From an optimization exercise on the open Yosys and OpenROAD flow, aimed at small area and a short achievable clock period; shortcuts taken in it are not production practice.
Function was checked by simulation only, so behaviour that the tests miss may differ from the original.

## flow/design.v (module list and top-level ports; edited modules follow where they fit)
// module mul64: 3488 lines
// module mul_fin: 15 lines
// module mul_add98: 724 lines
// module mul_add33: 157 lines
// module sparc_mul_cntl: 129 lines
// module sparc_mul_dp: 111 lines
// module sparc_mul_top: 91 lines
module sparc_mul_top( 
   mul_exu_ack, mul_spu_ack, mul_spu_shf_ack, mul_data_out, 
   rclk, grst_l, exu_mul_input_vld, exu_mul_rs1_data, exu_mul_rs2_data, 
   spu_mul_req_vld, spu_mul_acc, spu_mul_areg_shf, spu_mul_areg_rst, 
   spu_mul_op1_data, spu_mul_op2_data, spu_mul_mulres_lshft
   );
  // ...
==> flow/flow/run.sh <==
#!/bin/bash
# Layout flow: the standard synthesis, then the full adders' polarities
# are chosen to need fewer inverters (flow/polfix.py, which only removes or
# adds inverters and swaps xor2/xnor2), then the standard layout.
set -euo pipefail
WORK=$(pwd)
RES=$WORK/orfs/results/sky130hd/sparc_mul_top/base
bash standard.sh $RES/1_2_yosys.v > synth.log 2>&1
cp $RES/1_2_yosys.v $WORK/yosys_standard.v
python3 flow/polfix.py $WORK/yosys_standard.v $RES/1_2_yosys.v > polfix.log 2>&1
touch $RES/1_2_yosys.v
bash standard.sh finish BUFFER_PORTS_ARGS="-buffer_cell sky130_fd_sc_hd__buf_2" > layout.log 2>&1
==> flow/flow/polfix.py <==
#!/usr/bin/env python3
"""Choose the polarity of each full-adder cell of a mapped netlist so that
fewer inverters are needed around them, and rewrite the netlist.

A full adder with all three inputs inverted gives both outputs inverted:
fa(~a, ~b, ~c) = (~cout, ~sum).  So each fa cell may be "flipped": it then
takes the inverted version of each of its inputs and its output nets carry
the inverted values.  Every consumer pin is then wired to the root net of
its signal (following inverter chains) or to one shared inverter of it,
whichever polarity it needs.  Registers, ports and all other cells keep
their function; only inverters are removed or added.

usage: polfix.py IN.v OUT.v
"""
import re
import sys
from collections import defaultdict

src = open(sys.argv[1]).read()
m = re.search(r'^module\s+(\S+)\s*\((.*?)\);', src, re.S | re.M)
head_end = m.end()
end_mod = src.rindex('endmodule')

# cell instances: "  TYPE NAME (\n .P(net),\n ... );"
cell_re = re.compile(r'^\s*(sky130_fd_sc_hd__\w+)\s+(\S+)\s*\((.*?)\);\s*$', re.S | re.M)
pin_re = re.compile(r'\.(\w+)\((.*?)\)\s*(?:,|$)', re.S)
OUTS = {'X', 'Y', 'Q', 'Q_N', 'SUM', 'COUT', 'HI', 'LO'}

cells = []
spans = []
for cm in cell_re.finditer(src, head_end, end_mod):
    typ, name, body = cm.group(1), cm.group(2), cm.group(3)
    pins = [(p, n) for p, n in pin_re.findall(body)]
    cells.append([typ, name, pins])
    spans.append((cm.start(), cm.end()))

ports = set()
for pm in re.finditer(r'^\s*(input|output)\s+(\[[^\]]*\]\s*)?(\S+?);', src, re.M):
    rng, nm = pm.group(2), pm.group(3)
    if rng:
        hi, lo = map(int, re.findall(r'-?\d+', rng))
        for b in range(min(hi, lo), max(hi, lo) + 1):
            ports.add(f"{nm}[{b}]")
    ports.add(nm)
    if pm.group(1) == 'output':
        pass
outports = set()
for pm in re.finditer(r'^\s*output\s+(\[[^\]]*\]\s*)?(\S+?);', src, re.M):
    rng, nm = pm.group(1), pm.group(2)
    if rng:
        hi, lo = map(int, re.findall(r'-?\d+', rng))
        for b in range(min(hi, lo), max(hi, lo) + 1):
            outports.add(f"{nm}[{b}]")
    outports.add(nm)


orig_text = {}


def norm(n):
    k = re.sub(r'\s+', '', n)
    if k not in orig_text:
        t = n.strip()
        if t.startswith('\\'):
            t = t + ' '
        orig_text[k] = t
    return k


def is_inv(t):
    return re.match(r'sky130_fd_sc_hd__(inv|clkinv)_\d+$', t) is not None


def is_fa(t):
    return re.match(r'sky130_fd_sc_hd__fa_\d+$', t) is not None


def is_x(t):
    return re.match(r'sky130_fd_sc_hd__x(n?)or2_\d+$', t) is not None


driver = {}
for ci, (typ, name, pins) in enumerate(cells):
    for p, n in pins:
        if p in OUTS:
            driver[norm(n)] = (ci, p)

# inverters whose output is an output port stay as they are
fixed_inv = set()
for ci, (typ, name, pins) in enumerate(cells):
    if is_inv(typ):
        y = norm(dict(pins)['Y'])
        if y in outports:
            fixed_inv.add(ci)


def resolve(net):
    par = 0
    seen = 0
    while True:
        d = driver.get(net)
        if d is None or not is_inv(cells[d[0]][0]):
            return net, par
        net = norm(dict(cells[d[0]][2])['A'])
        par ^= 1
        seen += 1
        if seen > 50:
            raise SystemExit("inverter loop")


# consumers: every input pin of every cell that is not a removable inverter
consumers = []          # (ci, pin, root, parity)
for ci, (typ, name, pins) in enumerate(cells):
    if is_inv(typ) and ci not in fixed_inv:
        continue
    for p, n in pins:
        if p in OUTS:
            continue
        nn = norm(n)
        if not nn or nn.startswith("1'b") or nn.startswith("'"):
            consumers.append((ci, p, None, 0))
            continue
        r, par = resolve(nn)
        consumers.append((ci, p, r, par))

# output ports driven through inverters: the driving (removable) inverter
# chain must still produce the port net; such inverters are fixed above
# only if they drive the port directly, which is the case in mapped netlists.

fa_cells = [ci for ci, c in enumerate(cells) if is_fa(c[0])]
flip = defaultdict(int)
flippable = set()
for ci in fa_cells:
    outs = [norm(n) for p, n in cells[ci][2] if p in OUTS]
    if not any(o in outports for o in outs):
        flippable.add(ci)

x_cells = [ci for ci, c in enumerate(cells) if is_x(c[0])
           and not any(norm(n) in outports for p, n in c[2] if p in OUTS)]
root_driver_fa = {}
for ci in fa_cells + x_cells:
    for p, n in cells[ci][2]:
        if p in OUTS and (ci in flippable or ci in x_cells):
            root_driver_fa[norm(n)] = ci

by_root = defaultdict(list)
for k, (ci, p, r, par) in enumerate(consumers):
    if r is not None:
        by_root[r].append(k)
fa_in_roots = defaultdict(set)
for k, (ci, p, r, par) in enumerate(consumers):
    if r is not None and ci in flippable:
        fa_in_roots[ci].add(r)


def phys(r):
    d = root_driver_fa.get(r)
    return flip[d] if d is not None else 0


def need(k):
    ci, p, r, par = consumers[k]
    return par ^ (flip[ci] if ci in flippable else 0)


def root_cost(r):
    ph = phys(r)
    return 1 if any(need(k) != ph for k in by_root[r]) else 0


def fa_roots(ci):
    rs = set(fa_in_roots[ci]) if ci in flippable else set()
    for p, n in cells[ci][2]:
        if p in OUTS:
            rs.add(norm(n))
    return rs


before = sum(root_cost(r) for r in by_root)
for it in range(20):
    changed = 0
    for ci in fa_cells + x_cells:
        if ci not in flippable and ci not in x_cells:
            continue
        rs = fa_roots(ci)
        c0 = sum(root_cost(r) for r in rs)
        flip[ci] ^= 1
        c1 = sum(root_cost(r) for r in rs)
        if c1 < c0:
            changed += 1
        else:
            flip[ci] ^= 1
    if not changed:
        break
after = sum(root_cost(r) for r in by_root)
old_inv = sum(1 for c in cells if is_inv(c[0]))
sys.stderr.write(f"polfix: {len(fa_cells)} fa cells, {len(x_cells)} xor cells, {sum(flip.values())} flipped; "
                 f"inverters {old_inv} -> {after + len(fixed_inv)} (roots needing one: {before} -> {after})\n")

# rebuild
inv_net = {}
new_decl = []
new_cells = []
cnt = 0
newpins = {}
for k, (ci, p, r, par) in enumerate(consumers):
    if r is None:
        continue
    if need(k) == phys(r):
        net = orig_text[r]
    else:
        if r not in inv_net:
            cnt += 1
            w = f"_polfix_n{cnt}_"
            inv_net[r] = w
            new_decl.append(f"  wire {w};")
            new_cells.append(f"  sky130_fd_sc_hd__inv_1 _polfix_i{cnt}_ (\n    .A({orig_text[r]}),\n    .Y({w})\n  );")
        net = inv_net[r]
    newpins[(ci, p)] = net


def escape_net(n):
    return n


out = [src[:head_end]]
pos = head_end
# declarations go right after the header's port list section: insert before first cell
first_cell = spans[0][0] if spans else end_mod
out.append(src[head_end:first_cell])
out.append("\n".join(new_decl) + "\n")
pos = first_cell
for ci, (s, e) in enumerate(spans):
    out.append(src[pos:s])
    typ, name, pins = cells[ci]
    if ci in x_cells and flip[ci]:
        if 'xnor2' in typ:
            typ = typ.replace('xnor2', 'xor2')
            pins = [('X' if p == 'Y' else p, n) for p, n in pins]
            newpins.update({(ci, 'X'): newpins[(ci, 'Y')]} if (ci, 'Y') in newpins else {})
        else:
            typ = typ.replace('xor2', 'xnor2')
            pins = [('Y' if p == 'X' else p, n) for p, n in pins]
    if is_inv(typ) and ci not in fixed_inv:
        pos = e
        continue
    pl = []
    for p, n in pins:
        if (ci, p) in newpins:
            pl.append(f"    .{p}({newpins[(ci, p)]})")
        else:
            pl.append(f"    .{p}({orig_text[norm(n)] if n.strip() else n})")
    out.append(f"  {typ} {name} (\n" + ",\n".join(pl) + "\n  );")
    pos = e
out.append(src[pos:end_mod])
out.append("\n".join(new_cells) + "\n")
out.append(src[end_mod:])
open(sys.argv[2], 'w').write("".join(out))
==> flow/standard.sh <==
#!/bin/bash
# synth_recipe.tcl (not shown) runs the flow's synth.tcl, then flattens the netlist and writes it again
# the make line also repeats each setting of config.mk as NAME=value (left out here)
make -C /OpenROAD-flow-scripts/flow DESIGN_CONFIG=/design/flow/config.mk WORK_HOME=/design/flow/orfs CLKGATE_MAP_FILE= SYNTH_SCRIPT=/design/flow/synth_recipe.tcl "${@:-finish}"
==> flow/config.mk <==
export PLATFORM = sky130hd
export DESIGN_NAME = sparc_mul_top
export DESIGN_NICKNAME = sparc_mul_top
export VERILOG_FILES = /design/flow/design.v
export SDC_FILE = /design/flow/constraint.sdc
export NUM_CORES = 4
export LEC_CHECK = 0
export CAP_MARGIN = 20
export CORE_MARGIN = 2
export CORE_UTILIZATION = 40
export PLACE_DENSITY = 0.6
export SETUP_SLACK_MARGIN = 3.6
export SLEW_MARGIN = 20
==> flow/constraint.sdc <==
create_clock -name core_clock -period 8.0 [get_ports {rclk}]
set_input_delay 1.6000 -clock core_clock [delete_from_list [all_inputs] [get_ports {rclk}]]
set_output_delay 1.6000 -clock core_clock [all_outputs]
set_load 0.01 [all_outputs]
==> summary.txt, run 1 <==
Cells and area
  • Reg area: 15500 um^2
  • Final non-filler cell total: 10200
  • Fraction of area in registers: 17.1%
  • Fill cells: 17600
  • Most frequent cells in the layout: fa_1 (1200), a22oi_1 (988), xnor2_1 (797)
  • Signal buffers share of area: 9.27%
  • Clkbuf count: 117

Clock network
  • Cts hold-fix bufs: 0
  • CTS max path bufs: 3
  • CTS H-Tree Depth: 3

Placement
  • Pre-CTS WS: 2.36 ns
  • RePlAce Congestion: 1.02
  • PortBufs: 330

Floorplan
  • Core Area: 193000 um^2

Timing
  • Worst-margin pin slew: 1.14 ns
  • Max-slew headroom: 23.9%
  • Final Hold Violating Endpoints: 0

Routing
  • Wire length on met2: 151 mm
  • Max Used Layer: met5

Global route
  • M3 GR Usage: 12.6%
  • Met1 Use GR: 44.6%
  • First-pass GRT wire length: 505 mm

Setup path
  • Worst path depth: 10
  • Cell mode on critical path: fa_1
  • FF-to-FF setup slack: 3.41 ns

Outcome
  • Status: complete, no violations

Worst hold path
  • Hold crit path type: reg -> reg
==> module mul_add33, before the edit <==
module mul_add33 (x, y, s, co);
input  [32:0] x, y;
output [32:0] s;
output co;
wire   [32:0] p0 = x ^ y;
wire   [32:0] g0 = x & y;
wire gg1 = g0[1] | (p0[1] & g0[0]);
wire pp1 = p0[1] & p0[0];
wire gg2 = g0[3] | (p0[3] & g0[2]);
wire pp2 = p0[3] & p0[2];
wire gg3 = g0[5] | (p0[5] & g0[4]);
wire pp3 = p0[5] & p0[4];
wire gg4 = g0[7] | (p0[7] & g0[6]);
wire pp4 = p0[7] & p0[6];
wire gg5 = g0[9] | (p0[9] & g0[8]);
wire pp5 = p0[9] & p0[8];
wire gg6 = g0[11] | (p0[11] & g0[10]);
wire pp6 = p0[11] & p0[10];
wire gg7 = g0[13] | (p0[13] & g0[12]);
wire pp7 = p0[13] & p0[12];
wire gg8 = g0[15] | (p0[15] & g0[14]);
wire pp8 = p0[15] & p0[14];
wire gg9 = g0[17] | (p0[17] & g0[16]);
wire pp9 = p0[17] & p0[16];
wire gg10 = g0[19] | (p0[19] & g0[18]);
wire pp10 = p0[19] & p0[18];
wire gg11 = g0[21] | (p0[21] & g0[20]);
wire pp11 = p0[21] & p0[20];
wire gg12 = g0[23] | (p0[23] & g0[22]);
wire pp12 = p0[23] & p0[22];
wire gg13 = g0[25] | (p0[25] & g0[24]);
wire pp13 = p0[25] & p0[24];
wire gg14 = g0[27] | (p0[27] & g0[26]);
wire pp14 = p0[27] & p0[26];
wire gg15 = g0[29] | (p0[29] & g0[28]);
wire pp15 = p0[29] & p0[28];
wire gg16 = g0[31] | (p0[31] & g0[30]);
wire pp16 = p0[31] & p0[30];
wire gg17 = gg2 | (pp2 & gg1);
wire pp17 = pp2 & pp1;
wire gg18 = gg4 | (pp4 & gg3);
wire pp18 = pp4 & pp3;
wire gg19 = gg6 | (pp6 & gg5);
wire pp19 = pp6 & pp5;
wire gg20 = gg8 | (pp8 & gg7);
wire pp20 = pp8 & pp7;
wire gg21 = gg10 | (pp10 & gg9);
wire pp21 = pp10 & pp9;
wire gg22 = gg12 | (pp12 & gg11);
wire pp22 = pp12 & pp11;
wire gg23 = gg14 | (pp14 & gg13);
wire pp23 = pp14 & pp13;
wire gg24 = gg16 | (pp16 & gg15);
wire pp24 = pp16 & pp15;
wire gg25 = gg18 | (pp18 & gg17);
wire pp25 = pp18 & pp17;
wire gg26 = gg20 | (pp20 & gg19);
wire pp26 = pp20 & pp19;
wire gg27 = gg22 | (pp22 & gg21);
wire pp27 = pp22 & pp21;
wire gg28 = gg24 | (pp24 & gg23);
wire pp28 = pp24 & pp23;
wire gg29 = gg26 | (pp26 & gg25);
wire pp29 = pp26 & pp25;
wire gg30 = gg28 | (pp28 & gg27);
wire pp30 = pp28 & pp27;
wire gg31 = gg30 | (pp30 & gg29);
wire pp31 = pp30 & pp29;
wire gg32 = gg27 | (pp27 & gg29);
wire pp32 = pp27 & pp29;
wire gg33 = gg19 | (pp19 & gg25);
wire pp33 = pp19 & pp25;
wire gg34 = gg21 | (pp21 & gg29);
wire pp34 = pp21 & pp29;
wire gg35 = gg23 | (pp23 & gg32);
wire pp35 = pp23 & pp32;
wire gg36 = gg3 | (pp3 & gg17);
wire pp36 = pp3 & pp17;
wire gg37 = gg5 | (pp5 & gg25);
wire pp37 = pp5 & pp25;
wire gg38 = gg7 | (pp7 & gg33);
wire pp38 = pp7 & pp33;
wire gg39 = gg9 | (pp9 & gg29);
wire pp39 = pp9 & pp29;
wire gg40 = gg11 | (pp11 & gg34);
wire pp40 = pp11 & pp34;
wire gg41 = gg13 | (pp13 & gg32);
wire pp41 = pp13 & pp32;
wire gg42 = gg15 | (pp15 & gg35);
wire pp42 = pp15 & pp35;
wire gg43 = g0[2] | (p0[2] & gg1);
wire pp43 = p0[2] & pp1;
wire gg44 = g0[4] | (p0[4] & gg17);
wire pp44 = p0[4] & pp17;
wire gg45 = g0[6] | (p0[6] & gg36);
wire pp45 = p0[6] & pp36;
wire gg46 = g0[8] | (p0[8] & gg25);
wire pp46 = p0[8] & pp25;
wire gg47 = g0[10] | (p0[10] & gg37);
wire pp47 = p0[10] & pp37;
wire gg48 = g0[12] | (p0[12] & gg33);
wire pp48 = p0[12] & pp33;
wire gg49 = g0[14] | (p0[14] & gg38);
wire pp49 = p0[14] & pp38;
wire gg50 = g0[16] | (p0[16] & gg29);
wire pp50 = p0[16] & pp29;
wire gg51 = g0[18] | (p0[18] & gg39);
wire pp51 = p0[18] & pp39;
wire gg52 = g0[20] | (p0[20] & gg34);
wire pp52 = p0[20] & pp34;
wire gg53 = g0[22] | (p0[22] & gg40);
wire pp53 = p0[22] & pp40;
wire gg54 = g0[24] | (p0[24] & gg32);
wire pp54 = p0[24] & pp32;
wire gg55 = g0[26] | (p0[26] & gg41);
wire pp55 = p0[26] & pp41;
wire gg56 = g0[28] | (p0[28] & gg35);
wire pp56 = p0[28] & pp35;
wire gg57 = g0[30] | (p0[30] & gg42);
wire pp57 = p0[30] & pp42;
wire gg58 = g0[32] | (p0[32] & gg31);
wire pp58 = p0[32] & pp31;
assign s[0] = p0[0];
assign s[1] = p0[1] ^ g0[0];
assign s[2] = p0[2] ^ gg1;
assign s[3] = p0[3] ^ gg43;
assign s[4] = p0[4] ^ gg17;
assign s[5] = p0[5] ^ gg44;
assign s[6] = p0[6] ^ gg36;
assign s[7] = p0[7] ^ gg45;
assign s[8] = p0[8] ^ gg25;
assign s[9] = p0[9] ^ gg46;
assign s[10] = p0[10] ^ gg37;
assign s[11] = p0[11] ^ gg47;
assign s[12] = p0[12] ^ gg33;
assign s[13] = p0[13] ^ gg48;
assign s[14] = p0[14] ^ gg38;
assign s[15] = p0[15] ^ gg49;
assign s[16] = p0[16] ^ gg29;
assign s[17] = p0[17] ^ gg50;
assign s[18] = p0[18] ^ gg39;
assign s[19] = p0[19] ^ gg51;
assign s[20] = p0[20] ^ gg34;
assign s[21] = p0[21] ^ gg52;
assign s[22] = p0[22] ^ gg40;
assign s[23] = p0[23] ^ gg53;
assign s[24] = p0[24] ^ gg32;
assign s[25] = p0[25] ^ gg54;
assign s[26] = p0[26] ^ gg41;
assign s[27] = p0[27] ^ gg55;
assign s[28] = p0[28] ^ gg35;
assign s[29] = p0[29] ^ gg56;
assign s[30] = p0[30] ^ gg42;
assign s[31] = p0[31] ^ gg57;
assign s[32] = p0[32] ^ gg31;
assign co = gg58;
endmodule
==> run 2, diff against run 1 <==
--- a/flow/design.v
+++ b/flow/design.v
@@ -4264,122 +4264,168 @@
 wire gg16 = g0[31] | (p0[31] & g0[30]);
 wire pp16 = p0[31] & p0[30];
-wire gg17 = gg2 | (pp2 & gg1);
-wire pp17 = pp2 & pp1;
-wire gg18 = gg4 | (pp4 & gg3);
-wire pp18 = pp4 & pp3;
-wire gg19 = gg6 | (pp6 & gg5);
-wire pp19 = pp6 & pp5;
-wire gg20 = gg8 | (pp8 & gg7);
-wire pp20 = pp8 & pp7;
-wire gg21 = gg10 | (pp10 & gg9);
-wire pp21 = pp10 & pp9;
-wire gg22 = gg12 | (pp12 & gg11);
-wire pp22 = pp12 & pp11;
-wire gg23 = gg14 | (pp14 & gg13);
-wire pp23 = pp14 & pp13;
-wire gg24 = gg16 | (pp16 & gg15);
-wire pp24 = pp16 & pp15;
-wire gg25 = gg18 | (pp18 & gg17);
-wire pp25 = pp18 & pp17;
-wire gg26 = gg20 | (pp20 & gg19);
-wire pp26 = pp20 & pp19;
-wire gg27 = gg22 | (pp22 & gg21);
-wire pp27 = pp22 & pp21;
-wire gg28 = gg24 | (pp24 & gg23);
-wire pp28 = pp24 & pp23;
-wire gg29 = gg26 | (pp26 & gg25);
-wire pp29 = pp26 & pp25;
-wire gg30 = gg28 | (pp28 & gg27);
-wire pp30 = pp28 & pp27;
-wire gg31 = gg30 | (pp30 & gg29);
-wire pp31 = pp30 & pp29;
-wire gg32 = gg27 | (pp27 & gg29);
-wire pp32 = pp27 & pp29;
-wire gg33 = gg19 | (pp19 & gg25);
-wire pp33 = pp19 & pp25;
-wire gg34 = gg21 | (pp21 & gg29);
-wire pp34 = pp21 & pp29;
-wire gg35 = gg23 | (pp23 & gg32);
-wire pp35 = pp23 & pp32;
-wire gg36 = gg3 | (pp3 & gg17);
-wire pp36 = pp3 & pp17;
-wire gg37 = gg5 | (pp5 & gg25);
-wire pp37 = pp5 & pp25;
-wire gg38 = gg7 | (pp7 & gg33);
-wire pp38 = pp7 & pp33;
-wire gg39 = gg9 | (pp9 & gg29);
-wire pp39 = pp9 & pp29;
-wire gg40 = gg11 | (pp11 & gg34);
-wire pp40 = pp11 & pp34;
-wire gg41 = gg13 | (pp13 & gg32);
-wire pp41 = pp13 & pp32;
-wire gg42 = gg15 | (pp15 & gg35);
-wire pp42 = pp15 & pp35;
-wire gg43 = g0[2] | (p0[2] & gg1);
-wire pp43 = p0[2] & pp1;
-wire gg44 = g0[4] | (p0[4] & gg17);
-wire pp44 = p0[4] & pp17;
-wire gg45 = g0[6] | (p0[6] & gg36);
-wire pp45 = p0[6] & pp36;
-wire gg46 = g0[8] | (p0[8] & gg25);
-wire pp46 = p0[8] & pp25;
-wire gg47 = g0[10] | (p0[10] & gg37);
-wire pp47 = p0[10] & pp37;
-wire gg48 = g0[12] | (p0[12] & gg33);
-wire pp48 = p0[12] & pp33;
-wire gg49 = g0[14] | (p0[14] & gg38);
-wire pp49 = p0[14] & pp38;
-wire gg50 = g0[16] | (p0[16] & gg29);
-wire pp50 = p0[16] & pp29;
-wire gg51 = g0[18] | (p0[18] & gg39);
-wire pp51 = p0[18] & pp39;
-wire gg52 = g0[20] | (p0[20] & gg34);
-wire pp52 = p0[20] & pp34;
-wire gg53 = g0[22] | (p0[22] & gg40);
-wire pp53 = p0[22] & pp40;
-wire gg54 = g0[24] | (p0[24] & gg32);
-wire pp54 = p0[24] & pp32;
-wire gg55 = g0[26] | (p0[26] & gg41);
-wire pp55 = p0[26] & pp41;
-wire gg56 = g0[28] | (p0[28] & gg35);
-wire pp56 = p0[28] & pp35;
-wire gg57 = g0[30] | (p0[30] & gg42);
-wire pp57 = p0[30] & pp42;
-wire gg58 = g0[32] | (p0[32] & gg31);
-wire pp58 = p0[32] & pp31;
+wire gg17 = g0[2] | (p0[2] & gg1);
+wire pp17 = p0[2] & pp1;
+wire gg18 = gg2 | (pp2 & gg1);
+wire pp18 = pp2 & pp1;
+wire gg19 = g0[6] | (p0[6] & gg3);
+wire pp19 = p0[6] & pp3;
+wire gg20 = gg4 | (pp4 & gg3);
+wire pp20 = pp4 & pp3;
+wire gg21 = g0[10] | (p0[10] & gg5);
+wire pp21 = p0[10] & pp5;
+wire gg22 = gg6 | (pp6 & gg5);
+wire pp22 = pp6 & pp5;
+wire gg23 = g0[14] | (p0[14] & gg7);
+wire pp23 = p0[14] & pp7;
+wire gg24 = gg8 | (pp8 & gg7);
+wire pp24 = pp8 & pp7;
+wire gg25 = g0[18] | (p0[18] & gg9);
+wire pp25 = p0[18] & pp9;
+wire gg26 = gg10 | (pp10 & gg9);
+wire pp26 = pp10 & pp9;
+wire gg27 = g0[22] | (p0[22] & gg11);
+wire pp27 = p0[22] & pp11;
+wire gg28 = gg12 | (pp12 & gg11);
+wire pp28 = pp12 & pp11;
+wire gg29 = g0[26] | (p0[26] & gg13);
+wire pp29 = p0[26] & pp13;
+wire gg30 = gg14 | (pp14 & gg13);
+wire pp30 = pp14 & pp13;
+wire gg31 = g0[30] | (p0[30] & gg15);
+wire pp31 = p0[30] & pp15;
+wire gg32 = gg16 | (pp16 & gg15);
+wire pp32 = pp16 & pp15;
+wire gg33 = g0[4] | (p0[4] & gg18);
+wire pp33 = p0[4] & pp18;
+wire gg34 = gg3 | (pp3 & gg18);
+wire pp34 = pp3 & pp18;
+wire gg35 = gg19 | (pp19 & gg18);
+wire pp35 = pp19 & pp18;
+wire gg36 = gg20 | (pp20 & gg18);
+wire pp36 = pp20 & pp18;
+wire gg37 = g0[12] | (p0[12] & gg22);
+wire pp37 = p0[12] & pp22;
+wire gg38 = gg7 | (pp7 & gg22);
+wire pp38 = pp7 & pp22;
+wire gg39 = gg23 | (pp23 & gg22);
+wire pp39 = pp23 & pp22;
+wire gg40 = gg24 | (pp24 & gg22);
+wire pp40 = pp24 & pp22;
+wire gg41 = g0[20] | (p0[20] & gg26);
+wire pp41 = p0[20] & pp26;
+wire gg42 = gg11 | (pp11 & gg26);
+wire pp42 = pp11 & pp26;
+wire gg43 = gg27 | (pp27 & gg26);
+wire pp43 = pp27 & pp26;
+wire gg44 = gg28 | (pp28 & gg26);
+wire pp44 = pp28 & pp26;
+wire gg45 = g0[28] | (p0[28] & gg30);
+wire pp45 = p0[28] & pp30;
+wire gg46 = gg15 | (pp15 & gg30);
+wire pp46 = pp15 & pp30;
+wire gg47 = gg31 | (pp31 & gg30);
+wire pp47 = pp31 & pp30;
+wire gg48 = gg32 | (pp32 & gg30);
+wire pp48 = pp32 & pp30;
+wire gg49 = g0[8] | (p0[8] & gg36);
+wire pp49 = p0[8] & pp36;
+wire gg50 = gg5 | (pp5 & gg36);
+wire pp50 = pp5 & pp36;
+wire gg51 = gg21 | (pp21 & gg36);
+wire pp51 = pp21 & pp36;
+wire gg52 = gg22 | (pp22 & gg36);
+wire pp52 = pp22 & pp36;
+wire gg53 = gg37 | (pp37 & gg36);
+wire pp53 = pp37 & pp36;
+wire gg54 = gg38 | (pp38 & gg36);
+wire pp54 = pp38 & pp36;
+wire gg55 = gg39 | (pp39 & gg36);
+wire pp55 = pp39 & pp36;
+wire gg56 = gg40 | (pp40 & gg36);
+wire pp56 = pp40 & pp36;
+wire gg57 = g0[24] | (p0[24] & gg44);
+wire pp57 = p0[24] & pp44;
+wire gg58 = gg13 | (pp13 & gg44);
+wire pp58 = pp13 & pp44;
+wire gg59 = gg29 | (pp29 & gg44);
+wire pp59 = pp29 & pp44;
+wire gg60 = gg30 | (pp30 & gg44);
+wire pp60 = pp30 & pp44;
+wire gg61 = gg45 | (pp45 & gg44);
+wire pp61 = pp45 & pp44;
+wire gg62 = gg46 | (pp46 & gg44);
+wire pp62 = pp46 & pp44;
+wire gg63 = gg47 | (pp47 & gg44);
+wire pp63 = pp47 & pp44;
+wire gg64 = gg48 | (pp48 & gg44);
+wire pp64 = pp48 & pp44;
+wire gg65 = g0[16] | (p0[16] & gg56);
+wire pp65 = p0[16] & pp56;
+wire gg66 = gg9 | (pp9 & gg56);
+wire pp66 = pp9 & pp56;
+wire gg67 = gg25 | (pp25 & gg56);
+wire pp67 = pp25 & pp56;
+wire gg68 = gg26 | (pp26 & gg56);
+wire pp68 = pp26 & pp56;
+wire gg69 = gg41 | (pp41 & gg56);
+wire pp69 = pp41 & pp56;
+wire gg70 = gg42 | (pp42 & gg56);
+wire pp70 = pp42 & pp56;
+wire gg71 = gg43 | (pp43 & gg56);
+wire pp71 = pp43 & pp56;
+wire gg72 = gg44 | (pp44 & gg56);
+wire pp72 = pp44 & pp56;
+wire gg73 = gg57 | (pp57 & gg56);
+wire pp73 = pp57 & pp56;
+wire gg74 = gg58 | (pp58 & gg56);
+wire pp74 = pp58 & pp56;
+wire gg75 = gg59 | (pp59 & gg56);
+wire pp75 = pp59 & pp56;
+wire gg76 = gg60 | (pp60 & gg56);
+wire pp76 = pp60 & pp56;
+wire gg77 = gg61 | (pp61 & gg56);
+wire pp77 = pp61 & pp56;
+wire gg78 = gg62 | (pp62 & gg56);
+wire pp78 = pp62 & pp56;
+wire gg79 = gg63 | (pp63 & gg56);
+wire pp79 = pp63 & pp56;
+wire gg80 = gg64 | (pp64 & gg56);
+wire pp80 = pp64 & pp56;
+wire gg81 = g0[32] | (p0[32] & gg80);
+wire pp81 = p0[32] & pp80;
 assign s[0] = p0[0];
 assign s[1] = p0[1] ^ g0[0];
 assign s[2] = p0[2] ^ gg1;
-assign s[3] = p0[3] ^ gg43;
-assign s[4] = p0[4] ^ gg17;
-assign s[5] = p0[5] ^ gg44;
-assign s[6] = p0[6] ^ gg36;
-assign s[7] = p0[7] ^ gg45;
-assign s[8] = p0[8] ^ gg25;
-assign s[9] = p0[9] ^ gg46;
-assign s[10] = p0[10] ^ gg37;
-assign s[11] = p0[11] ^ gg47;
-assign s[12] = p0[12] ^ gg33;
-assign s[13] = p0[13] ^ gg48;
-assign s[14] = p0[14] ^ gg38;
-assign s[15] = p0[15] ^ gg49;
-assign s[16] = p0[16] ^ gg29;
-assign s[17] = p0[17] ^ gg50;
-assign s[18] = p0[18] ^ gg39;
-assign s[19] = p0[19] ^ gg51;
-assign s[20] = p0[20] ^ gg34;
-assign s[21] = p0[21] ^ gg52;
-assign s[22] = p0[22] ^ gg40;
-assign s[23] = p0[23] ^ gg53;
-assign s[24] = p0[24] ^ gg32;
-assign s[25] = p0[25] ^ gg54;
-assign s[26] = p0[26] ^ gg41;
-assign s[27] = p0[27] ^ gg55;
-assign s[28] = p0[28] ^ gg35;
-assign s[29] = p0[29] ^ gg56;
-assign s[30] = p0[30] ^ gg42;
-assign s[31] = p0[31] ^ gg57;
-assign s[32] = p0[32] ^ gg31;
-assign co = gg58;
+assign s[3] = p0[3] ^ gg17;
+assign s[4] = p0[4] ^ gg18;
+assign s[5] = p0[5] ^ gg33;
+assign s[6] = p0[6] ^ gg34;
+assign s[7] = p0[7] ^ gg35;
+assign s[8] = p0[8] ^ gg36;
+assign s[9] = p0[9] ^ gg49;
+assign s[10] = p0[10] ^ gg50;
+assign s[11] = p0[11] ^ gg51;
+assign s[12] = p0[12] ^ gg52;
+assign s[13] = p0[13] ^ gg53;
+assign s[14] = p0[14] ^ gg54;
+assign s[15] = p0[15] ^ gg55;
+assign s[16] = p0[16] ^ gg56;
+assign s[17] = p0[17] ^ gg65;
+assign s[18] = p0[18] ^ gg66;
+assign s[19] = p0[19] ^ gg67;
+assign s[20] = p0[20] ^ gg68;
+assign s[21] = p0[21] ^ gg69;
+assign s[22] = p0[22] ^ gg70;
+assign s[23] = p0[23] ^ gg71;
+assign s[24] = p0[24] ^ gg72;
+assign s[25] = p0[25] ^ gg73;
+assign s[26] = p0[26] ^ gg74;
+assign s[27] = p0[27] ^ gg75;
+assign s[28] = p0[28] ^ gg76;
+assign s[29] = p0[29] ^ gg77;
+assign s[30] = p0[30] ^ gg78;
+assign s[31] = p0[31] ^ gg79;
+assign s[32] = p0[32] ^ gg80;
+assign co = gg81;
 endmodule
 module sparc_mul_cntl(
--- a/flow/config.mk
+++ b/flow/config.mk
@@ -8,6 +8,6 @@
 export CAP_MARGIN = 20
 export CORE_MARGIN = 2
-export CORE_UTILIZATION = 40
-export PLACE_DENSITY = 0.6
-export SETUP_SLACK_MARGIN = 3.6
+export CORE_UTILIZATION = 55
+export PLACE_DENSITY = 0.7
+export SETUP_SLACK_MARGIN = 3.3
 export SLEW_MARGIN = 20
==> summary.txt, run 2 <==
Timing
  • Unrepaired setup endpoints after global routing: true
  • Final Max Slew Viols: 0
  • Final Hold Violating Endpoints: 0 (unchanged)
  • Hold WS: 0.403 ns
  • Final Setup Violations: 0
  • Max-slew headroom: 27.5% (+3.6 points)
  • Min Tclk post-route: 4.76 ns
  • Fmax: 0.210 GHz
  • Worst-margin pin slew: 1.09 ns (-0.0554 ns)
  • Fin Clk Skew: 0.0394 ns
  • Crit share post-route: 59.5%
  • TNS Setup: 0 ns

Cells and area
  • Synth-to-Final Area Change: 10.1%
  • Max reg flops: 136
  • Final non-filler cell total: 9409 (-7.6%)
  • Fin util: 61.2%
  • Share of cells above drive strength 1: 13.5%
  • Leading cell type in the layout, fill and taps excluded: fa_1
  • Fin nets: 9233
  • Most frequent cells in the layout: fa_1 (1240), a22oi_1 (1094), xnor2_1 (799)

Setup path
  • Element type at the critical path start: register
  • Worst Path Arrival: 5.35 ns
  • Crit path cell chain: buf_8 -> nand2_1 -> fa_1 -> fa_1 -> fa_1 -> fa_1 -> fa_1 -> fa_1 -> inv_1
  • Worst setup EP type: register
  • Worst path required time: 8.59 ns
  • WP buf/inv: 2
  • Cell mode on critical path: fa_1
  • Setup CP Type: reg -> reg
  • Slowest-stage cell, CP: fa_1
  • CP max stage delay: 0.71 ns
  • Delay-heaviest family, CP: adder cells
  • Worst Path Max Fanout: 44

Floorplan
  • Core Area: 140000 um^2 (-28%)
  • Ports: 331
  • Chip Width: 380 um
  • Die height: 380 um
  • Starting density of the core: 55.5%
  • Die area: 144000 um^2
  • # rows: 137

Routing
  • DRT Pass-1 Iters: 12
  • ANT nets after route: 0
  • Routed wire per std cell: 36.0 um
  • Post-Route WL: 339 mm
  • Initial drt markers: 9985
  • # DRC: 0
  • Vias: 65100
  • Vias per cell: 6.92

Placement
  • Total placed cells including tap cells: 9132
  • PortBufs: 330 (unchanged)
  • Detailed placer's ending HPWL: 228 mm
  • RePlAce Congestion: 1.04 (+2.1%)

Global route
  • First-pass GRT wire length: 475 mm (-5.9%)
  • Initial antenna violation count: 15
  • Total GRT Usage: 46.0%
  • Largest net degree at the start of global routing: 108
  • Vias in the first global route: 66500
  • Grt ovf: 0

Clock network
  • CTS max path bufs: 3 (unchanged)
  • CTS root buf: clkbuf_16
  • CTS H-Tree Depth: 3 (unchanged)
  • CTS Sinks: 669
  • Total CTS buffers: 81
  • Clock-pin slew on the worst setup and hold paths: 0.06 ns
  • Cts hold-fix bufs: 0 (unchanged)
  • CTS tree: yes
  • Worst skew pair latency: 0.72 ns

Synth
  • Cells after Synth: 7488
  • Syn_nets: 9267
  • Ys Warns: 3
  • Avg Synthesized Cell Area: 10.4 um^2
  • Mapped Area: 77600 um^2

Outcome
  • Status: complete, no violations

Job
  • # Max-Cap Violations: 0

Worst hold path
  • Hold crit path type: reg -> reg
-- run 2: per-layer routing --
metal  global-route usage [%]  up-vias  wire [um]
li1                         -    25100          -
met4                     34.3       20      32700
met2                     66.0     5883     140000
met1                     55.6    32300     114000
met5                    0.298        -        180
met3                     18.6     1769      51800
-- run 2: final timing paths --
kind | slack, ns | end | cells after the start | start
worst min register to register | 0.40 | dpath.res[5] | 0 | dpath.lo[5]
worst max-delay path | 3.24 | dpath.sc_s[53] | 9 | control.c2_act
worst max register to register | 3.24 | dpath.sc_s[53] | 9 | control.c2_act
worst min-delay path | 0.40 | dpath.res[5] | 0 | dpath.lo[5]
-- run 2: layout make-up --
type	count	area, um^2
Multi-Input combinational cell	5483	57400
Fill cell	11500	54300
Sequential cell	669	15500
Timing Repair Buffer	640	5160
Tap cell	1876	2350
Clock buffer	105	2260
Inverter	579	2210
Clock inverter	45	556
Antenna cell	12	30.0
-- run 2: repair_timing --
action / 4_1_cts / 5_1_grt
cloned: 0 / 3
resized for setup: 103 / 121
endpoints found under the setup margin: 177 / 121
pin swaps: 2 / 5
setup buffers: 68 / 44
-- run 2: through the flow --
stage / instance area [um^2] / setup slack [ns]
floorplan: 77600 / 3.32
global placement: 80400 / 2.43
detailed placement: 80400 / 2.43
CTS: 84400 / 3.30
global route: 85400 / 3.20
finish: 85400 / 3.24
-- run 2: worst register-to-register path, cell delays in order, from the launching register on --
cell,delay [ns]
dfxtp_4,0.51
buf_8,0.35
nand2_1,0.53
fa_1,0.71
fa_1,0.47
fa_1,0.50
fa_1,0.57
fa_1,0.45
fa_1,0.51
inv_1,0.03
==> run 3, diff against run 2 <==
--- a/flow/config.mk
+++ b/flow/config.mk
@@ -8,6 +8,6 @@
 export CAP_MARGIN = 20
 export CORE_MARGIN = 2
-export CORE_UTILIZATION = 55
-export PLACE_DENSITY = 0.7
+export CORE_UTILIZATION = 60
+export PLACE_DENSITY = 0.75
 export SETUP_SLACK_MARGIN = 3.3
 export SLEW_MARGIN = 20
==> summary.txt, run 3 <==
Outcome
  • Status: complete, no violations

Synth
  • Avg Synthesized Cell Area: 10.4 um^2 (unchanged)
  • Ys Warns: 3 (unchanged)
  • Mapped Area: 77600 um^2 (unchanged)
  • Cells after Synth: 7488 (unchanged)
  • Syn_nets: 9267 (unchanged)

Setup path
  • Worst path depth: 10 (+1)
  • CP max stage delay: 0.67 ns (-0.04 ns)
  • Crit path cell chain: buf_6 -> inv_6 -> xnor2_1 -> fa_1 -> fa_1 -> fa_1 -> fa_1 -> fa_1 -> fa_1 -> inv_1
  • Worst path required time: 8.61 ns (+0.02 ns)
  • Worst setup EP type: register
  • Slowest-stage cell, CP: fa_1
  • WP buf/inv: 3 (+1)
  • Setup CP Type: reg -> reg
  • Element type at the critical path start: register
  • Cell mode on critical path: fa_1
  • Cells on worst reg2reg path: 10 (+1)
  • Worst Path Arrival: 5.47 ns (+0.12 ns)
  • Worst Path Max Fanout: 24 (-45%)
  • Delay-heaviest family, CP: adder cells

Routing
  • Vias: 66200 (+1.7%)
  • ANT nets after route: 0 (unchanged)
  • # DRC: 0 (unchanged)
  • Initial drt markers: 11800 (+18%)
  • Routed wire per std cell: 36.2 um (+0.42%)
  • Post-Route WL: 335 mm (-1.1%)
  • Vias per cell: 7.15 (+3.3%)
  • DRT Pass-1 Iters: 14 (+2)

Timing
  • Worst-margin pin slew: 1.12 ns (+0.0330 ns)
  • Max-slew headroom: 25.4% (-2.1 points)
  • Fin Clk Skew: 0.0590 ns (+0.0196 ns)
  • Final Max Slew Viols: 0 (unchanged)
  • Final Setup Violations: 0 (unchanged)
  • Min Tclk post-route: 4.86 ns (+0.101 ns)
  • Fmax: 0.206 GHz (-2.1%)
  • TNS Setup: 0 ns (unchanged)
  • Final Hold Violating Endpoints: 0 (unchanged)
  • Crit share post-route: 60.8% (+1.3 points)
  • Unrepaired setup endpoints after global routing: true

Placement
  • RePlAce Congestion: 1.03 (-0.47%)
  • PortBufs: 330 (unchanged)
  • Detailed placer's ending HPWL: 218 mm (-4.3%)

Cells and area
  • Share of cells above drive strength 1: 13.5% (about the same)
  • Fin nets: 9241 (+0.087%)
  • Fin util: 66.9% (+5.7 points)
  • Most frequent cells in the layout: fa_1 (1240), a22oi_1 (1094), xnor2_1 (804)
  • Max reg flops: 136 (unchanged)
  • Synth-to-Final Area Change: 10.3%
  • Leading cell type in the layout, fill and taps excluded: fa_1
  • Fill cells: 9777 (-15%)

Clock network
  • Clock-pin slew on the worst setup and hold paths: 0.07 ns (about the same)
  • CTS root buf: clkbuf_16
  • Total CTS buffers: 80 (-1.2%)
  • CTS Sinks: 669 (unchanged)
  • CTS max path bufs: 3 (unchanged)
  • CTS H-Tree Depth: 3 (unchanged)
  • Worst skew pair latency: 0.74 ns (+0.02 ns)
  • CTS tree: yes

Floorplan
  • Chip Width: 364 um (-4.2%)
  • Ports: 331 (unchanged)
  • Starting density of the core: 60.6% (+5.1 points)
  • # rows: 131 (-4.4%)
  • Die area: 132000 um^2 (-8.2%)
  • Core Area: 128000 um^2 (-8.4%)
  • Die height: 364 um (-4.2%)

Global route
  • First-pass GRT wire length: 471 mm (-0.94%)
  • Grt ovf: 0 (unchanged)
  • Total GRT Usage: 50.0% (+4.0 points)
  • Initial antenna violation count: 13 (-2)
  • Largest net degree at the start of global routing: 115 (+6.5%)
  • Vias in the first global route: 67800 (+2.0%)

Worst hold path
  • Hold depth: 0 (unchanged)
  • Hold crit path type: reg -> reg

Job
  • # Max-Cap Violations: 0 (unchanged)
[run 3: worst register-to-register path, cell delays in order, from the launching register on]
cell and delay [ns]:
dfxtp_2 0.35, buf_6 0.44, inv_6 0.36, xnor2_1 0.36, fa_1 0.47, fa_1 0.43
fa_1 0.58, fa_1 0.50, fa_1 0.46, fa_1 0.67, inv_1 0.13
[run 3: layout make-up]
cell class,count,area (um^2),share of cell area [%]
clock inverters,41,509,0.595
multi-input cells,5483,57400,67.1
repair buffers,649,5370,6.28
clock buffers,108,2320,2.71
flip-flops and latches,669,15500,18.1
inverters,579,2290,2.67
diodes,12,30.0,0.0351
well taps,1729,2160,2.53
[run 3: final timing paths]
kind	start	to	slack (ns)
worst max register to register	dpath.b_neg[3]	dpath.sc_s[33]	3.14
worst min register to register	dpath.lo[1]	dpath.res[1]	0.40
worst max-delay path	dpath.b_neg[3]	dpath.sc_s[33]	3.14
worst min-delay path	dpath.lo[1]	dpath.res[1]	0.40
[run 3: stage by stage]
step | instances | setup WS [ns] | hold WS (ns) | area [um^2]
after CTS | 9196 | 3.30 | 0.397 | 84500
after global routing | 9261 | 3.23 | 0.397 | 85600
final | 9270 | 3.14 | 0.403 | 85600
after detailed placement | 8976 | 2.25 | 0.389 | 80100
after global placement | 8976 | 2.24 | 0.386 | 80100
after floorplan | 7488 | 3.32 | 0.386 | 77600
[run 3: repair_timing]
action / 4_1_cts / 5_1_grt
setup buffers: 71 / 57
gates resized for setup: 158 / 99
hold buffers: 0 / 0
cloned: 0 / 5
setup endpoints to repair: 197 / 96
pin swaps: 1 / 4
[run 3: per-layer routing]
| layer | part of all wire [%] | global-route usage [%] |
|---|---|---|
| met4 | 11 | 42.4 |
| met3 | 17 | 23.7 |
| met5 | 0.19 | 2.07 |
| met2 | 40 | 69.6 |
| met1 | 32 | 57.9 |
==> module sparc_mul_dp, before the edit <==
module sparc_mul_dp(
  ecl_mul_rs1_data,
  ecl_mul_rs2_data,
  spu_mul_op1_data,
  spu_mul_op2_data,
  valid,
  spick,
  byp_sel,
  byp_imm,
  acc_actc2,
  acc_actc3,
  acc_actc4,
  acc_actc5,
  c1_act,
  c2_act,
  c3_act,
  a2_res,
  a2_acc,
  a3_res,
  a3_acc,
  acc_reg_enb,
  acc_reg_rst,
  acc_reg_shf,
  x2,
  mul_data_out,
  rclk
  );
input [63:0]	ecl_mul_rs1_data;
input [63:0]	ecl_mul_rs2_data;
input [63:0]	spu_mul_op1_data;
input [63:0]	spu_mul_op2_data;
input		valid;
input 		spick;
input		byp_sel;
input		byp_imm;
input		acc_actc2, acc_actc3, acc_actc4, acc_actc5;
input		c1_act, c2_act, c3_act;
input		a2_res, a2_acc, a3_res, a3_acc;
input		acc_reg_enb;
input		acc_reg_rst;
input 		acc_reg_shf;
input		x2;
input		rclk;
output [63:0]	mul_data_out;
reg  [64:0]	op1r;		 
reg  [31:0]	op2h;		 
reg  [15:0]	b_one, b_two, b_neg;	 
reg		b_e;		 
reg  [97:0]	sc_s, sc_c;	 
reg  [31:0]	lo;		 
reg  [1:0]	lo_c;		 
reg  [129:0]	res;		 
reg  [6:0]	top;		 
reg  [135:0]	acc_reg;
reg		acc_reg_shf2;
wire [63:0]	bypreg = byp_imm ? res[63:0] : acc_reg[63:0];
wire [63:0]	mul_op1_d = spick ? spu_mul_op1_data : ecl_mul_rs1_data;
wire [63:0]	mul_op2_d = ~spick ? ecl_mul_rs2_data :
			    byp_sel ? bypreg : spu_mul_op2_data;
wire [31:0]	bh = c1_act ? op2h : mul_op2_d[31:0];
wire [32:0]	bx = {bh, 1'b0};
wire [15:0]	d_one, d_two, d_neg;
genvar i;
generate for (i = 0; i < 16; i = i + 1) begin : enc
  assign d_one[i] = bx[2*i+1] ^ bx[2*i];
  assign d_two[i] = (bx[2*i+2] & ~bx[2*i+1] & ~bx[2*i]) | (~bx[2*i+2] & bx[2*i+1] & bx[2*i]);
  assign d_neg[i] = bx[2*i+2];
end endgenerate
always @(posedge rclk) begin
  if (~c1_act) op1r <= x2 ? {mul_op1_d, 1'b0} : {1'b0, mul_op1_d};
  op2h  <= mul_op2_d[63:32];
  b_one <= d_one;
  b_two <= d_two;
  b_neg <= d_neg;
  b_e   <= bh[31];
end
wire [97:0]	t_s, t_c;
mul64 mulcore (
  .a	(op1r),
  .one	(b_one),
  .two	(b_two),
  .neg	(b_neg),
  .e	(b_e),
  .fb_s	(sc_s[97:32] & {66{c2_act}}),
  .fb_c	(sc_c[97:32] & {66{c2_act}}),
  .p2	(c2_act),
  .sum	(t_s),
  .carry(t_c));
wire [31:0]	a2 = ({32{a2_res}} & res[31:0]) | ({32{a2_acc}} & acc_reg[31:0]);
wire [96:0]	a3 = ({97{a3_res}} & res[128:32]) | ({97{a3_acc}} & acc_reg[128:32]);
wire [31:0]	l_x = sc_s[31:0] ^ sc_c[31:0] ^ a2;
wire [31:0]	l_y = (sc_s[31:0] & sc_c[31:0]) | (sc_s[31:0] & a2) | (sc_c[31:0] & a2);
wire [33:0]	l_sum;
mul_add33 lo_add (.x({1'b0, l_x}), .y({l_y, 1'b0}), .s(l_sum[32:0]), .co(l_sum[33]));
wire [97:0]	h_sum;
mul_fin fin (.s(sc_s), .c(sc_c), .a3(a3), .cin(lo_c), .res(h_sum));
always @(posedge rclk) begin
  sc_s <= t_s;
  sc_c <= t_c;
  {lo_c, lo} <= l_sum;
  if (c3_act) res <= {h_sum, lo};
  top <= acc_reg[135:129] + {6'b0, res[129]};
  acc_reg_shf2 <= acc_reg_shf;
end
wire [135:0]	mout = {top, res[128:0]};
wire [135:0]	acc_reg_in = acc_reg_shf ? {64'b0, acc_reg[135:64]} : mout;
always @(posedge rclk)
  if (acc_reg_rst) acc_reg <= 136'b0;
  else if (acc_reg_enb) acc_reg <= acc_reg_in;
assign mul_data_out = acc_reg_shf2 ? acc_reg[63:0] : res[63:0];
endmodule
==> run 4, diff against run 3 <==
--- a/flow/design.v
+++ b/flow/design.v
@@ -4609,5 +4609,6 @@
 reg  [31:0]	lo;		 
 reg  [1:0]	lo_c;		 
-reg  [129:0]	res;		 
+reg  [63:0]	res;		 
+reg		res_c;		 
 reg  [6:0]	top;		 
 reg  [135:0]	acc_reg;
@@ -4647,5 +4648,6 @@
   .carry(t_c));
 wire [31:0]	a2 = ({32{a2_res}} & res[31:0]) | ({32{a2_acc}} & acc_reg[31:0]);
-wire [96:0]	a3 = ({97{a3_res}} & res[128:32]) | ({97{a3_acc}} & acc_reg[128:32]);
+wire [96:0]	a3 = {{65{a3_res | a3_acc}} & acc_reg[128:64],
+		      ({32{a3_res}} & res[63:32]) | ({32{a3_acc}} & acc_reg[63:32])};
 wire [31:0]	l_x = sc_s[31:0] ^ sc_c[31:0] ^ a2;
 wire [31:0]	l_y = (sc_s[31:0] & sc_c[31:0]) | (sc_s[31:0] & a2) | (sc_c[31:0] & a2);
@@ -4658,13 +4660,23 @@
   sc_c <= t_c;
   {lo_c, lo} <= l_sum;
-  if (c3_act) res <= {h_sum, lo};
-  top <= acc_reg[135:129] + {6'b0, res[129]};
+  if (c3_act) res <= {h_sum[31:0], lo};
+  res_c <= h_sum[97];
+  top <= acc_reg[135:129] + {6'b0, res_c};
   acc_reg_shf2 <= acc_reg_shf;
 end
-wire [135:0]	mout = {top, res[128:0]};
-wire [135:0]	acc_reg_in = acc_reg_shf ? {64'b0, acc_reg[135:64]} : mout;
-always @(posedge rclk)
-  if (acc_reg_rst) acc_reg <= 136'b0;
-  else if (acc_reg_enb) acc_reg <= acc_reg_in;
+wire [135:0]	acc_reg_in = acc_reg_shf ? {64'b0, acc_reg[135:64]} : {top, acc_reg[128:64], res};
+always @(posedge rclk) begin
+  if (acc_reg_rst) begin
+    acc_reg[135:129] <= 7'b0;
+    acc_reg[63:0] <= 64'b0;
+  end else if (acc_reg_enb) begin
+    acc_reg[135:129] <= acc_reg_in[135:129];
+    acc_reg[63:0] <= acc_reg_in[63:0];
+  end
+  if (acc_actc3) acc_reg[128:64] <= h_sum[96:32];
+  else if (acc_actc4) acc_reg[128:64] <= acc_reg[128:64];
+  else if (acc_reg_rst) acc_reg[128:64] <= 65'b0;
+  else if (acc_reg_shf) acc_reg[128:64] <= acc_reg_in[128:64];
+end
 assign mul_data_out = acc_reg_shf2 ? acc_reg[63:0] : res[63:0];
 endmodule
--- a/flow/config.mk
+++ b/flow/config.mk
@@ -8,6 +8,6 @@
 export CAP_MARGIN = 20
 export CORE_MARGIN = 2
-export CORE_UTILIZATION = 60
-export PLACE_DENSITY = 0.75
+export CORE_UTILIZATION = 55
+export PLACE_DENSITY = 0.7
 export SETUP_SLACK_MARGIN = 3.3
 export SLEW_MARGIN = 20
==> summary.txt, run 4 <==
Outcome
  • Status: complete, no violations

Clock network
  • CTS root buf: clkbuf_16
  • Clock-pin slew on the worst setup and hold paths: 0.06 ns (about the same)
  • CTS tree: yes
  • Worst skew pair latency: 0.75 ns (about the same)
  • CTS H-Tree Depth: 3 (unchanged)
  • CTS Sinks: 604 (-9.7%)
  • Total CTS buffers: 76 (-5.0%)
  • CTS max path bufs: 3 (unchanged)

Worst hold path
  • Hold crit path type: reg -> reg
  • Hold depth: 0 (unchanged)

Synth
  • Ys Warns: 3 (unchanged)
  • Mapped Area: 75600 um^2 (-2.5%)
  • Syn_nets: 9150 (-1.3%)
  • Avg Synthesized Cell Area: 10.3 um^2 (-1.0%)
  • Cells after Synth: 7371 (-1.6%)

Cells and area
  • Synth-to-Final Area Change: 10.1%
  • Fin nets: 9124 (-1.3%)
  • Design Area, Final: 83300 um^2 (-2.7%)
  • Fill cells: 11300 (+15%)
  • Max reg flops: 136 (unchanged)
  • Share of cells above drive strength 1: 13.4% (-0.092 points)
  • Most frequent cells in the layout: fa_1 (1238), a22oi_1 (1061), xnor2_1 (790)
  • Final non-filler cell total: 9216 (-0.58%)
  • Fin util: 60.8% (-6.1 points)
  • Leading cell type in the layout, fill and taps excluded: fa_1

Timing
  • Max-slew headroom: 27.4% (+2.1 points)
  • TNS Setup: 0 ns (unchanged)
  • Worst-margin pin slew: 1.09 ns (-0.0312 ns)
  • Final Max Slew Viols: 0 (unchanged)
  • Min Tclk post-route: 4.81 ns (-0.0499 ns)
  • Fmax: 0.208 GHz (+1.0%)
  • Final Setup Violations: 0 (unchanged)
  • Unrepaired setup endpoints after global routing: true
  • Final Hold Violating Endpoints: 0 (unchanged)
  • Crit share post-route: 60.2% (-0.62 points)
  • Fin Clk Skew: 0.0684 ns (+0.00934 ns)

Floorplan
  • Die height: 375 um (+3.1%)
  • Chip Width: 375 um (+3.1%)
  • Starting density of the core: 55.2% (-5.4 points)
  • Ports: 331 (unchanged)
  • Core Area: 137000 um^2 (+7.0%)
  • Die area: 140000 um^2 (+6.2%)
  • # rows: 136 (+3.8%)

Routing
  • ANT nets after route: 0 (unchanged)
  • Initial drt markers: 10200 (-13%)
  • Post-Route WL: 328 mm (-2.0%)
  • Routed wire per std cell: 35.6 um (-1.4%)
  • DRT Pass-1 Iters: 10 (-4)
  • Vias per cell: 6.93 (-3.1%)
  • Vias: 63800 (-3.6%)
  • # DRC: 0 (unchanged)

Setup path
  • Worst path required time: 8.60 ns (about the same)
  • Worst Path Max Fanout: 37 (+54%)
  • Setup CP Type: reg -> reg
  • Element type at the critical path start: register
  • Worst setup EP type: register
  • Worst Path Arrival: 5.41 ns (-0.06 ns)
  • Cells on worst reg2reg path: 9 (-1)

Global route
  • Largest net degree at the start of global routing: 110 (-4.3%)
  • Total GRT Usage: 46.3% (-3.8 points)
  • Grt ovf: 0 (unchanged)
  • First-pass GRT wire length: 463 mm (-1.5%)
  • Vias in the first global route: 65000 (-4.2%)
  • Initial antenna violation count: 23 (+10)

Placement
  • Detailed placer's ending HPWL: 221 mm (+1.3%)
  • Total placed cells including tap cells: 8940 (-0.40%)
  • PortBufs: 330 (unchanged)
  • RePlAce Congestion: 1.04 (+0.31%)
  • Placed instance area: 78300 um^2 (-2.2%)

Job
  • # Max-Cap Violations: 0 (unchanged)
-- run 4: path summary, 6_finish.rpt --
path,slack [ns],endpoint,start
hold / removal,0.38,dpath.res[26],dpath.lo[26]
setup / recovery,3.19,dpath.sc_s[33],control.c2_act
setup reg to reg,3.19,dpath.sc_s[33],control.c2_act
hold reg to reg,0.38,dpath.res[26],dpath.lo[26]
-- run 4: through the flow --
step / hold WS, ns / worst slack (ns)
after floorplan: 0.386 / 3.30
after global placement: 0.386 / 2.48
after detailed placement: 0.389 / 2.36
after CTS: 0.366 / 3.30
after global routing: 0.383 / 3.21
final: 0.378 / 3.19
-- run 4: layout make-up --
type	count	area, um^2	share of cell area [%]
clock inverters	43	499	0.599
repair buffers	637	5180	6.22
well taps	1794	2240	2.70
multi-input cells	5461	56800	68.2
inverters	565	2180	2.62
flip-flops and latches	604	14200	17.0
diodes	13	32.5	0.0391
clock buffers	99	2130	2.56
-- run 4: timing repair --
action | CTS | global route
hold buffers | 0 | 0
setup buffers | 77 | 40
hold endpoints to repair | 0 | 0
pin swaps | 4 | 3
gates resized for setup | 117 | 128
cloned | 2 | 2
setup endpoints to repair | 172 | 108
-- run 4: routing by layer --
layer  share of wire [%]  track usage, %  wire length [um]  up-vias
li1                    -               -                 -    24700
met1                  33            55.5            110000    31600
met2                  41            65.5            134000     5715
met3                  15            18.2             48400     1780
met4                  11            38.0             35700       28
met5               0.059           0.103               195        -
-- run 4: worst max-delay path, cell delays in order (launching register included) --
cell and delay [ns]:
dfxtp_4 0.55, buf_6 0.36, nand2_1 0.37, fa_1 0.67, fa_1 0.46, fa_1 0.52
fa_1 0.56, fa_1 0.48, fa_1 0.63, inv_1 0.07
==> run 5, diff against run 4 <==
--- a/flow/config.mk
+++ b/flow/config.mk
@@ -8,6 +8,6 @@
 export CAP_MARGIN = 20
 export CORE_MARGIN = 2
-export CORE_UTILIZATION = 55
-export PLACE_DENSITY = 0.7
+export CORE_UTILIZATION = 60
+export PLACE_DENSITY = 0.75
 export SETUP_SLACK_MARGIN = 3.3
 export SLEW_MARGIN = 20
==> summary.txt, run 5 <==
Outcome
  • Status: complete, no violations

Routing
  • DRT Pass-1 Iters: 13 (+3)
  • Met3 wire length: 55.4 mm (+14%)
  • Initial drt markers: 11100 (+8.5%)
  • Max Used Layer: met5
  • Post-Route M1 WL: 102 mm (-6.7%)
  • Vias per cell: 7.24 (+4.5%)
  • Routed wire per std cell: 36.2 um (+1.5%)
  • Vias: 65500 (+2.6%)
  • Post-Route WL: 327 mm (-0.31%)
  • # DRC: 0 (unchanged)
  • ANT nets after route: 0 (unchanged)
  • Wire length on met2: 130 mm (-3.0%)

Cells and area
  • Synth-to-Final Area Change: 9.42%
  • Max reg flops: 136 (unchanged)
  • Most frequent cells in the layout: fa_1 (1240), a22oi_1 (1063), xnor2_1 (791)
  • Leading cell type in the layout, fill and taps excluded: fa_1
  • Fill cells: 9708 (-14%)
  • Area of the multi-input gates: 56800 um^2 (about the same)
  • Share of cells above drive strength 1: 13.2% (-0.24 points)
  • Fin nets: 9102 (-0.24%)
  • Reg area: 14200 um^2 (about the same)
  • Final non-filler cell total: 9055 (-1.7%)

Setup path
  • Crit path cell chain: buf_12 -> a22oi_1 -> xnor2_1 -> fa_1 -> fa_1 -> fa_1 -> fa_1 -> fa_1 -> fa_1 -> inv_1
  • Worst Path Max Fanout: 38 (+2.7%)
  • Cell mode on critical path: fa_1
  • Worst setup EP type: register
  • Critical Path Source: dpath.b_two[5]
  • Slowest-stage cell, CP: dfxtp_4
  • CP max stage delay: 0.60 ns (-0.07 ns)
  • Element type at the critical path start: register
  • Worst R2R Start: dpath.b_two[5]
  • Worst path required time: 8.62 ns (+0.02 ns)
  • Setup CP Type: reg -> reg
  • Worst Path Arrival: 5.32 ns (-0.09 ns)

Synth
  • Ys Warns: 3 (unchanged)
  • Mapped Area: 75600 um^2 (unchanged)
  • Syn_nets: 9150 (unchanged)
  • Cells after Synth: 7371 (unchanged)
  • Avg Synthesized Cell Area: 10.3 um^2 (unchanged)

Floorplan
  • Die height: 359 um (-4.2%)
  • Die area: 129000 um^2 (-8.2%)
  • Core Area: 125000 um^2 (-8.4%)
  • Ports: 331 (unchanged)
  • Starting density of the core: 60.3% (+5.1 points)
  • Chip Width: 359 um (-4.2%)
  • # rows: 130 (-4.4%)

Timing
  • Final Max Slew Viols: 0 (unchanged)
  • Final Hold Violating Endpoints: 0 (unchanged)
  • Final Setup Violations: 0 (unchanged)
  • Fin Clk Skew: 0.0517 ns (-0.0167 ns)
  • Min Tclk post-route: 4.70 ns (-0.113 ns)
  • Max-slew headroom: 18.7% (-8.8 points)
  • TNS Setup: 0 ns (unchanged)
  • Crit share post-route: 58.8% (-1.4 points)
  • Fmax: 0.213 GHz (+2.4%)
  • Setup ws final: 3.30 ns (+0.113 ns)
  • Worst-margin pin slew: 1.22 ns (+0.132 ns)
  • Unrepaired setup endpoints after global routing: true

Clock network
  • CTS tree: yes
  • CTS Sinks: 604 (unchanged)
  • CTS H-Tree Depth: 3 (unchanged)
  • Worst skew pair latency: 0.75 ns (about the same)
  • CTS root buf: clkbuf_16
  • CTS max path bufs: 3 (unchanged)
  • Clock-pin slew on the worst setup and hold paths: 0.07 ns (about the same)
  • Total CTS buffers: 73 (-3.9%)

Global route
  • Largest net degree at the start of global routing: 205 (+86%)
  • Grt ovf: 0 (unchanged)
  • Total GRT Usage: 49.8% (+3.6 points)
  • First-pass GRT wire length: 463 mm (-0.14%)
  • Vias in the first global route: 66900 (+2.9%)
  • Initial antenna violation count: 27 (+17%)

Placement
  • Pre-CTS WS: 1.99 ns (-0.371 ns)
  • PortBufs: 330 (unchanged)
  • Total placed cells including tap cells: 8794 (-1.6%)
  • RePlAce Congestion: 1.06 (+2.3%)
  • Detailed placer's ending HPWL: 217 mm (-1.9%)

Job
  • # Max-Cap Violations: 0 (unchanged)

Worst hold path
  • Hold crit path type: reg -> reg
  • Worst min-delay path startpoint: dpath.lo[24]
==> run 5: cell types whose count changed in the layout (fill, tap and decap cells not counted), moves of 4 or more <==
cell / delta
buf_8: -6
dfxtp_2: +5
clkinv_1: -4
dfxtp_4: -5
clkbuf_1: -4
diode_2: +8
buf_12: -14
==> run 5: critical path: cells and delay by family, from the launching register on <==
family	cells	cell delay (ns)
AOI/OAI and AO/OA	1	0.19
xor gates and xnor gates	1	0.28
buffers and inverters	2	0.39
DFF	1	0.60
adders and majority gates	6	3.06
==> run 5: final cells by class <==
type | instances | share of cell area (%)
clock inverters | 40 | 0.602
well taps | 1650 | 2.50
inverters | 565 | 2.63
multi-input cells | 5460 | 68.7
repair inverters | 1 | 0.0106
diodes | 21 | 0.0635
clock buffers | 96 | 2.58
repair buffers | 618 | 5.84
flip-flops and latches | 604 | 17.1
==> run 5: timing repair <==
item / CTS / global route
setup buffers: 48 / 51
pin swaps: 4 / 7
cloned: 1 / 3
setup endpoints to repair: 204 / 127
resized for setup: 106 / 97
endpoints found under the hold margin: 0 / 0
hold buffers: 0 / 0
==> run 5: per-layer routing <==
metal,GRT usage [%],up-vias
met2,68.9,6621
met4,44.5,32
met5,2.00,-
li1,-,24700
met3,23.2,2259
met1,57.4,31900
==> run 5: worst paths after layout <==
kind                            slack (ns)  depth (start not counted)              to
worst max-delay path                  3.30                         10  dpath.sc_s[33]
worst min-delay path                  0.39                          0   dpath.res[24]
worst max register to register        3.30                         10  dpath.sc_s[33]
worst min register to register        0.39                          0   dpath.res[24]
==> run 5: through the flow <==
step	hold WS (ns)	area, um^2	util, %
floorplan	0.386	75600	-
finish	0.386	82700	66.0
global placement	0.386	78100	62.3
global route	0.404	82700	65.9
CTS	0.388	81700	65.2
detailed placement	0.389	78100	62.3

## port drivers added, routing unchanged
How much do the figures lean on ideal ports? The routed layouts below were timed once more, with nothing changed but the port constraints.
Step 1 sets driving cells, clkbuf_16 on the clock port and buf_2 on the other inputs (assumed; they add their load-dependent delay and slew).
Step 2 also shifts input and output timing later by t, the mid clock arrival at the registers, as if the neighbouring blocks saw the same clock.
Slacks: ideal ports / drivers / drivers and shift; pairs: ideal ports / drivers.
run | t, ns | setup slack, ns | cell pins on the clock port's net
run 1 | 0.861 | 3.414 / 3.414 / 3.208 | 1
run 2 | 0.796 | 3.237 / 3.237 / 3.191 | 1
run 3 | 0.811 | 3.136 / 3.136 / 3.136 | 1
run 4 | 0.805 | 3.186 / 3.186 / 3.186 | 1
run 5 | 0.807 | 3.299 / 3.299 / 3.299 | 1
After both steps every run listed still meets setup and hold. For run 1, which loses most, drivers alone change the setup slack by 0.000 ns; drivers and shift together by -0.206 ns.
